From an optimization exercise on the open Yosys and OpenROAD flow, aimed at small area; shortcuts taken in it are not production practice.
In this exercise RTL edits were held to simulation tests only and were not proved equivalent to the original.
Power figures rest on the tool's default switching activity, not on a simulated workload.

==> inputs of run R <==
==> flow/design.v (excerpt) <==
module vga_enh_top (
	wb_clk_i, wb_rst_i, wb_inta_o,
	wbs_adr_i, wbs_dat_i, wbs_dat_o, wbs_sel_i, wbs_we_i, wbs_stb_i, wbs_cyc_i, wbs_ack_o, wbs_rty_o, wbs_err_o,
	wbm_adr_o, wbm_dat_i, wbm_cti_o, wbm_bte_o, wbm_sel_o, wbm_we_o, wbm_stb_o, wbm_cyc_o, wbm_ack_i, wbm_err_i,
	clut_mem_adr_o, clut_mem_we_o, clut_mem_d_o, clut_mem_q_i,
	line_mem_wadr_o, line_mem_we_o, line_mem_d_o, line_mem_radr_o, line_mem_q_i,
	hsync_pad_o, vsync_pad_o, csync_pad_o, blank_pad_o, r_pad_o, g_pad_o, b_pad_o
	);
	parameter ARST_LVL = 1'b0;
	parameter LINE_FIFO_AWIDTH = 7;
	input  wb_clk_i;              
	input  wb_rst_i;              
	output wb_inta_o;             
	input  [11:0] wbs_adr_i;      
	input  [31:0] wbs_dat_i;      
	output [31:0] wbs_dat_o;      
	input  [ 3:0] wbs_sel_i;      
	input         wbs_we_i;       
	input         wbs_stb_i;      
	input         wbs_cyc_i;      
	output        wbs_ack_o;      
	output        wbs_rty_o;      
	output        wbs_err_o;      
  ...
==> module vga_vtim, before the edit <==
module vga_vtim(clk, ena, rst, Tsync, Tgdel, Tgate, Tlen, Sync, Gate, Done);
	input clk;  
	input ena;  
	input rst;  
	input [ 7:0] Tsync;  
	input [ 7:0] Tgdel;  
	input [15:0] Tgate;  
	input [15:0] Tlen;   
	output Sync;  
	output Gate;  
	output Done;  
	reg Sync;
	reg Gate;
	reg Done;
	reg  [15:0] cnt, cnt_len;
	wire [16:0] cnt_nxt, cnt_len_nxt;
	wire        cnt_done, cnt_len_done;
	assign cnt_nxt = {1'b0, cnt} -17'h1;
	assign cnt_done = cnt_nxt[16];
	assign cnt_len_nxt = {1'b0, cnt_len} -17'h1;
	assign cnt_len_done = cnt_len_nxt[16];
	reg gdel_st, len_st;
	wire idle_st = ~(Sync | gdel_st | Gate | len_st);
	always @(posedge clk)
	  if (rst)
	    begin
	        gdel_st <= 1'b0;
	        len_st  <= 1'b0;
	        cnt     <= 16'h0;
	        cnt_len <= 16'b0;
	        Sync    <= 1'b0;
	        Gate    <= 1'b0;
	        Done    <= 1'b0;
	    end
	  else if (ena)
	    begin
	        cnt     <= cnt_nxt[15:0];
	        cnt_len <= cnt_len_nxt[15:0];
	        Done    <= 1'b0;
	        if (idle_st)
	          begin
	              cnt     <= Tsync;
	              cnt_len <= Tlen;
	              Sync    <= 1'b1;
	          end
	        else if (Sync)
	          begin
	              if (cnt_done)
	                begin
	                    gdel_st <= 1'b1;
	                    cnt     <= Tgdel;
	                    Sync    <= 1'b0;
	                end
	          end
	        else if (gdel_st)
	          begin
	              if (cnt_done)
	                begin
	                    gdel_st <= 1'b0;
	                    cnt     <= Tgate;
	                    Gate    <= 1'b1;
	                end
	          end
	        else if (Gate)
	          begin
	              if (cnt_done)
	                begin
	                    len_st <= 1'b1;
	                    Gate   <= 1'b0;
	                end
	          end
	        else  
	          begin
	              if (cnt_len_done)
	                begin
	                    len_st  <= 1'b0;
	                    cnt     <= Tsync;
	                    cnt_len <= Tlen;
	                    Sync    <= 1'b1;
	                    Done    <= 1'b1;
	                end
	          end
	    end
endmodule
clock: 10.0 ns
lec_check: 0
cap_margin: 20
core_margin: 2
core_utilization: 55
slew_margin: 20
standard.sh (not shown) runs the stock make flow with config.mk's settings and CLKGATE_MAP_FILE= SYNTH_SCRIPT=/design/flow/synth_recipe.tcl, a recipe that flattens the netlist after the stock synthesis.
==> flow/flow/run.sh <==
#!/bin/bash
# The standard layout (standard.sh), with three changes:
#  - after the standard synthesis, its combinational logic is re-mapped for
#    area by remap.sh (registers untouched: same instance names, same cells)
#  - port buffers use the smallest buffer cell
#  - clock tree: sink clusters of at most 16 flip-flops within 50 um, driven by clkbuf_8, no dummy loads
# Each tool's output goes to a log file in this folder (flow_*.log, remap_*.log)
# and ORFS's own logs are under orfs/logs.
set -euo pipefail
HERE=$(cd "$(dirname "$0")" && pwd)
R=orfs/results/$FLOW_PLATFORM/vga_enh_top/base
LIB=$FLOW_HOME/platforms/$FLOW_PLATFORM/lib/sky130_fd_sc_hd__tt_025C_1v80.lib

bash standard.sh synth > flow_synth.log 2>&1
cp $R/1_2_yosys.v $R/1_2_yosys.standard.v
bash "$HERE/remap.sh" $R/1_2_yosys.standard.v $R/1_2_yosys.v "$LIB" "$FLOW_TOP" > flow_remap.log 2>&1
rm -f $R/1_synth.odb $R/1_synth.sdc

export BUFFER_PORTS_ARGS="-buffer_cell sky130_fd_sc_hd__buf_1"
export CTS_ARGS="-sink_clustering_enable -repair_clock_nets -dont_use_dummy_load -sink_clustering_size 16 -sink_clustering_max_diameter 50 -buf_list sky130_fd_sc_hd__clkbuf_8"
bash standard.sh > flow_layout.log 2>&1
Other scripts of this flow, unchanged in this note and not shown: flow/flow/abc1.abc, flow/flow/abc2.abc, flow/flow/abc3.abc, flow/flow/abc4.abc, flow/flow/abc5.abc, flow/flow/dont_use.txt, flow/flow/remap.sh
==> run Z (differences from run R) <==
--- a/flow/design.v
+++ b/flow/design.v
@@ -47,46 +47,36 @@
 	reg gdel_st, len_st;
 	wire idle_st = ~(Sync | gdel_st | Gate | len_st);
 	always @(posedge clk)
 	  if (rst)
 	    begin
 	        gdel_st <= 1'b0;
 	        len_st  <= 1'b0;
-	        cnt     <= 16'h0;
-	        cnt_len <= 16'b0;
 	        Sync    <= 1'b0;
 	        Gate    <= 1'b0;
 	        Done    <= 1'b0;
 	    end
 	  else if (ena)
 	    begin
-	        cnt     <= cnt_nxt[15:0];
-	        cnt_len <= cnt_len_nxt[15:0];
 	        Done    <= 1'b0;
 	        if (idle_st)
-	          begin
-	              cnt     <= Tsync;
-	              cnt_len <= Tlen;
-	              Sync    <= 1'b1;
-	          end
+	          Sync    <= 1'b1;
 	        else if (Sync)
 	          begin
 	              if (cnt_done)
 	                begin
 	                    gdel_st <= 1'b1;
-	                    cnt     <= Tgdel;
 	                    Sync    <= 1'b0;
 	                end
 	          end
 	        else if (gdel_st)
 	          begin
 	              if (cnt_done)
 	                begin
 	                    gdel_st <= 1'b0;
-	                    cnt     <= Tgate;
 	                    Gate    <= 1'b1;
 	                end
 	          end
 	        else if (Gate)
 	          begin
 	              if (cnt_done)
 	                begin
@@ -95,21 +85,34 @@
 	                end
 	          end
 	        else  
 	          begin
 	              if (cnt_len_done)
 	                begin
 	                    len_st  <= 1'b0;
-	                    cnt     <= Tsync;
-	                    cnt_len <= Tlen;
 	                    Sync    <= 1'b1;
 	                    Done    <= 1'b1;
 	                end
 	          end
 	    end
+	always @(posedge clk)
+	  if (ena)
+	    begin
+	        cnt     <= cnt_nxt[15:0];
+	        cnt_len <= cnt_len_nxt[15:0];
+	        if (idle_st | (len_st & cnt_len_done))
+	          begin
+	              cnt     <= Tsync;
+	              cnt_len <= Tlen;
+	          end
+	        else if (Sync & cnt_done)
+	          cnt <= Tgdel;
+	        else if (gdel_st & cnt_done)
+	          cnt <= Tgate;
+	    end
 endmodule
  `timescale 1ns / 10ps
 module vga_tgen(
 	clk, clk_ena, rst,
 	Thsync, Thgdel, Thgate, Thlen, Tvsync, Tvgdel, Tvgate, Tvlen,
 	eol, eof, gate, hsync, vsync, csync, blank
 	);
==> flow/flow/run.sh (replaced) <==
#!/bin/bash
# The standard layout (standard.sh), with three changes:
#  - after the standard synthesis, its combinational logic is re-mapped for
#    area by remap.sh (registers untouched: same instance names, same cells)
#  - port buffers use the smallest buffer cell
#  - clock tree: sink clusters of at most 16 flip-flops within 70 um, driven by clkbuf_8, no dummy loads
# Each tool's output goes to a log file in this folder (flow_*.log, remap_*.log)
# and ORFS's own logs are under orfs/logs.
set -euo pipefail
HERE=$(cd "$(dirname "$0")" && pwd)
R=orfs/results/$FLOW_PLATFORM/vga_enh_top/base
LIB=$FLOW_HOME/platforms/$FLOW_PLATFORM/lib/sky130_fd_sc_hd__tt_025C_1v80.lib

bash standard.sh synth > flow_synth.log 2>&1
cp $R/1_2_yosys.v $R/1_2_yosys.standard.v
bash "$HERE/remap.sh" $R/1_2_yosys.standard.v $R/1_2_yosys.v "$LIB" "$FLOW_TOP" > flow_remap.log 2>&1
rm -f $R/1_synth.odb $R/1_synth.sdc

export BUFFER_PORTS_ARGS="-buffer_cell sky130_fd_sc_hd__buf_1"
export CTS_ARGS="-sink_clustering_enable -repair_clock_nets -dont_use_dummy_load -sink_clustering_size 16 -sink_clustering_max_diameter 70 -buf_list sky130_fd_sc_hd__clkbuf_8"
bash standard.sh > flow_layout.log 2>&1
==> flow/flow/abc6.abc (new file) <==
strash
&get -n
&fraig -x
&put
dc2
dch -f
amap -F 2 -A 5
strash
dch -f
amap -F 2 -A 5
strash
dch -f
amap -F 2 -A 5
==> flow/flow/abc7.abc (new file) <==
strash
&get -n
&fraig -x
&put
dc2
dch -f
amap -F 3 -A 10
strash
dch -f
amap -F 3 -A 10
==> flow/config.mk (replaced) <==
export PLATFORM = sky130hd
export DESIGN_NAME = vga_enh_top
export DESIGN_NICKNAME = vga_enh_top
export VERILOG_FILES = /design/flow/design.v
export SDC_FILE = /design/flow/constraint.sdc
export NUM_CORES = 4
export LEC_CHECK = 0
export CAP_MARGIN = 20
export CORE_MARGIN = 2
export CORE_UTILIZATION = 66
export SLEW_MARGIN = 20
==> run G (differences from run R) <==
--- a/flow/design.v
+++ b/flow/design.v
@@ -457,51 +457,43 @@
 	  if (srst)
 	    colcnt <= 2'b11;
 	  else if (RGBbuf_wreq)
 	    colcnt <= colcnt -2'h1;
 endmodule
  `timescale 1ns / 10ps
 module vga_fifo (clk, sclr, wreq, rreq, d, q, nword, empty);
-	parameter L  = 16;  
+	parameter L  = 15;  
+	parameter aw = 4;   
 	parameter nw = 5;   
 	parameter dw = 8;   
 	input           clk;
 	input           sclr;   
 	input           wreq;
 	input           rreq;
 	input  [dw-1:0] d;
 	output [dw-1:0] q;
 	output [nw-1:0] nword;
 	output          empty;
 	reg [nw-1:0] nword;
 	reg          empty;
-	reg [L-1:0] rp, wp;
-	wire [L-1:0] rp_nxt = {rp[L-2:0], rp[L-1]};
-	wire [L-1:0] wp_nxt = {wp[L-2:0], wp[L-1]};
+	reg [aw-1:0] rp, wp;
+	wire [aw-1:0] rp_nxt = (rp == L-1) ? {aw{1'b0}} : rp + 1'b1;
+	wire [aw-1:0] wp_nxt = (wp == L-1) ? {aw{1'b0}} : wp + 1'b1;
 	always @(posedge clk)
-	  if (sclr)      rp <= {{L-1{1'b0}}, 1'b1};
+	  if (sclr)      rp <= 0;
 	  else if (rreq) rp <= rp_nxt;
 	always @(posedge clk)
-	  if (sclr)      wp <= {{L-1{1'b0}}, 1'b1};
+	  if (sclr)      wp <= 0;
 	  else if (wreq) wp <= wp_nxt;
 	reg [dw-1:0] mem [0:L-1];
-	integer i;
 	always @(posedge clk)
-	  for (i = 0; i < L; i = i + 1)
-	    if (wreq & wp[i])
-	      mem[i] <= d;
-	reg [dw-1:0] qr;
-	always @*
-	  begin
-	      qr = {dw{1'b0}};
-	      for (i = 0; i < L; i = i + 1)
-	        qr = qr | ({dw{rp[i]}} & mem[i]);
-	  end
-	assign q = qr;
-	wire aempty = |(rp_nxt & wp) & rreq & ~wreq;
+	  if (wreq)
+	    mem[wp] <= d;
+	assign q = mem[rp];
+	wire aempty = (rp_nxt == wp) & rreq & ~wreq;
 	always @(posedge clk)
 	  if (sclr)
 	    empty <= 1'b1;
 	  else
 	    empty <= aempty | (empty & ~(wreq ^ rreq));
 	always @(posedge clk)
 	  if (sclr)
@@ -773,43 +765,34 @@
 	assign cur1_wreq = color_proc_wreq;
 	assign cur1_q    = color_proc_q;
 	assign cc1_adr_o  = 4'h0;
 	assign rgb_fifo_wreq = cur1_wreq;
 	assign rgb_fifo_d = cur1_q;
 	assign cc0_adr_o  = 4'h0;
 	reg  [3:0] rgb_fifo_nword;
-	reg [11:0] rgb_rp, rgb_ewp;    
+	reg  [3:0] rgb_rp, rgb_ewp;
 	reg        rgb_fifo_empty_r;
 	reg [23:0] rgb_mem [0:11];
-	wire [11:0] rgb_rp_nxt  = {rgb_rp[10:0],  rgb_rp[11]};
-	wire [11:0] rgb_ewp_nxt = {rgb_ewp[10:0], rgb_ewp[11]};
-	integer k;
-	always @(posedge clk_i)
-	  for (k = 0; k < 12; k = k + 1)
-	    if (color_proc_ewreq & rgb_ewp[k])
-	      rgb_mem[k] <= color_proc_q;
+	wire [3:0] rgb_rp_nxt  = (rgb_rp  == 4'd11) ? 4'd0 : rgb_rp  + 4'd1;
+	wire [3:0] rgb_ewp_nxt = (rgb_ewp == 4'd11) ? 4'd0 : rgb_ewp + 4'd1;
+	always @(posedge clk_i)
+	  if (color_proc_ewreq)
+	    rgb_mem[rgb_ewp] <= color_proc_q;
 	always @(posedge clk_i)
-	  if (sclr)                  rgb_ewp <= 12'h001;
+	  if (sclr)                  rgb_ewp <= 4'd0;
 	  else if (color_proc_ewreq) rgb_ewp <= rgb_ewp_nxt;
 	always @(posedge clk_i)
-	  if (sclr)               rgb_rp <= 12'h001;
+	  if (sclr)               rgb_rp <= 4'd0;
 	  else if (rgb_fifo_rreq) rgb_rp <= rgb_rp_nxt;
-	reg [23:0] rgb_q;
-	always @*
-	  begin
-	      rgb_q = 24'h0;
-	      for (k = 0; k < 12; k = k + 1)
-	        rgb_q = rgb_q | ({24{rgb_rp[k]}} & rgb_mem[k]);
-	  end
-	assign line_fifo_d = rgb_q;
+	assign line_fifo_d = rgb_mem[rgb_rp];
 	always @(posedge clk_i)
 	  if (sclr)
 	    rgb_fifo_empty_r <= 1'b1;
 	  else
-	    rgb_fifo_empty_r <= ((|(rgb_rp_nxt & rgb_ewp)) & rgb_fifo_rreq & ~rgb_fifo_wreq) |
+	    rgb_fifo_empty_r <= ((rgb_rp_nxt == rgb_ewp) & rgb_fifo_rreq & ~rgb_fifo_wreq) |
 	                        (rgb_fifo_empty_r & ~(rgb_fifo_wreq ^ rgb_fifo_rreq));
 	assign rgb_fifo_empty = rgb_fifo_empty_r;
 	always @(posedge clk_i)
 	  if (sclr)
 	    rgb_fifo_nword <= 4'd0;
 	  else if (rgb_fifo_wreq & !rgb_fifo_rreq)
 	    rgb_fifo_nword <= rgb_fifo_nword + 4'd1;
@@ -1100,15 +1083,15 @@
 	            cti_o <= (ctrl_vbl == 2'b00) ? 3'b000 : 3'b010;
 	      end
 	assign stb_o = cyc_o;
 	assign sel_o = 4'b1111;
 	assign bte_o = 2'b00;
 	assign we_o  = 1'b0;
 	wire [4:0] fb_data_fifo_nword;
-	vga_fifo #(.L(16), .nw(5), .dw(33)) data_fifo (
+	vga_fifo #(.L(16), .aw(4), .nw(5), .dw(33)) data_fifo (
 		.clk    ( clk_i              ),
 		.sclr   ( sclr               ),
 		.d      ( {ImDone, dat_i}    ),
 		.wreq   ( vmem_ack           ),
 		.q      ( {ImDoneFifoQ, fb_data_fifo_q} ),
 		.rreq   ( fb_data_fifo_rreq  ),
 		.nword  ( fb_data_fifo_nword ),
==> comparison table <==
|  | run G | run Z | run R |
|---|---|---|---|
| Combinational share of power | 2.1% | 2.1% | 1.9% |
| Vias | 46,290 | 44,480 | 44,890 |
| Comb group | 213 uW | 203 uW | 198 uW |
| Post-detail-place hpwl | 124,600 microns | 122,100 microns | 128,400 microns |
| Worst Hold Path EP | pixel_generator.hsync_o | pixel_generator.vsync_o | pixel_generator.vsync_o |
| Number of warnings reported in the yosys synthesis log | 17 | 19 | 19 |
| Final nets | 5,548 | 5,128 | 5,361 |
| Seq power | 6600 uW | 6740 uW | 6730 uW |
| Rows | 119 | 108 | 119 |
| Met1 track demand over resource | 49.21% | 56.83% | 49.45% |
| Psw | 2123 uW | 2039 uW | 2151 uW |
| Detailed-route wire length | 198,100 microns | 190,500 microns | 202,800 microns |
| Data arrival time of the critical path | 7000 ps | 6960 ps | 7320 ps |
| Number of vias per cell | 6.791 | 7.229 | 6.774 |
| Total instance count after detailed placement | 6,656 | 6,038 | 6,472 |
| Global placer's final weighted congestion | 0.9649 | 1.002 | 0.9329 |
| Data required, critical path | 10,560 ps | 10,540 ps | 10,580 ps |
| Setup slack after placement | 3779 ps | 3808 ps | 3450 ps |
| Fmax | 155.5 MHz | 155.7 MHz | 148.3 MHz |
| Run status | no timing/DRC/antenna violations | no timing/DRC/antenna violations | no timing/DRC/antenna violations |
| Well Taps | 1,391 | 1,155 | 1,391 |
| Power Total | 10,040 uW | 9763 uW | 10,190 uW |
| Met2 routed wirelength | 87,510 microns | 83,400 microns | 92,110 microns |
| Mapped cell area | 0.05885 sq mm | 0.05799 sq mm | 0.05837 sq mm |
| Met1 WL | 79,240 microns | 66,650 microns | 77,010 microns |
| First DRT Iteration DRCs | 6,440 | 7,826 | 6,893 |
| Net switching share of the total power | 21.15% | 20.89% | 21.11% |

-- static timing again, ports no longer ideal --
In the flow no input, the clock included, has a driving cell. The finished layouts below were timed again as built, in two steps. Step 1 sets driving cells, clkbuf_16 on the clock port and buf_2 on the other inputs (assumed; they add their load-dependent delay and slew). Step 2 also shifts input and output timing later by t, the mid clock arrival at the registers, as if the neighbouring blocks saw the same clock. Slacks: ideal / step 1 / step 2; pairs: ideal / step 1.
run	shift t [ns]	setup slack, ns	worst setup path after step 2
run R	0.908	3.256 / 3.256 / 3.256	register to register
run Z	0.879	3.578 / 3.578 / 3.578	register to register
run G	0.903	3.568 / 3.568 / 3.568	register to register
After both steps setup and hold are still met in every run listed.
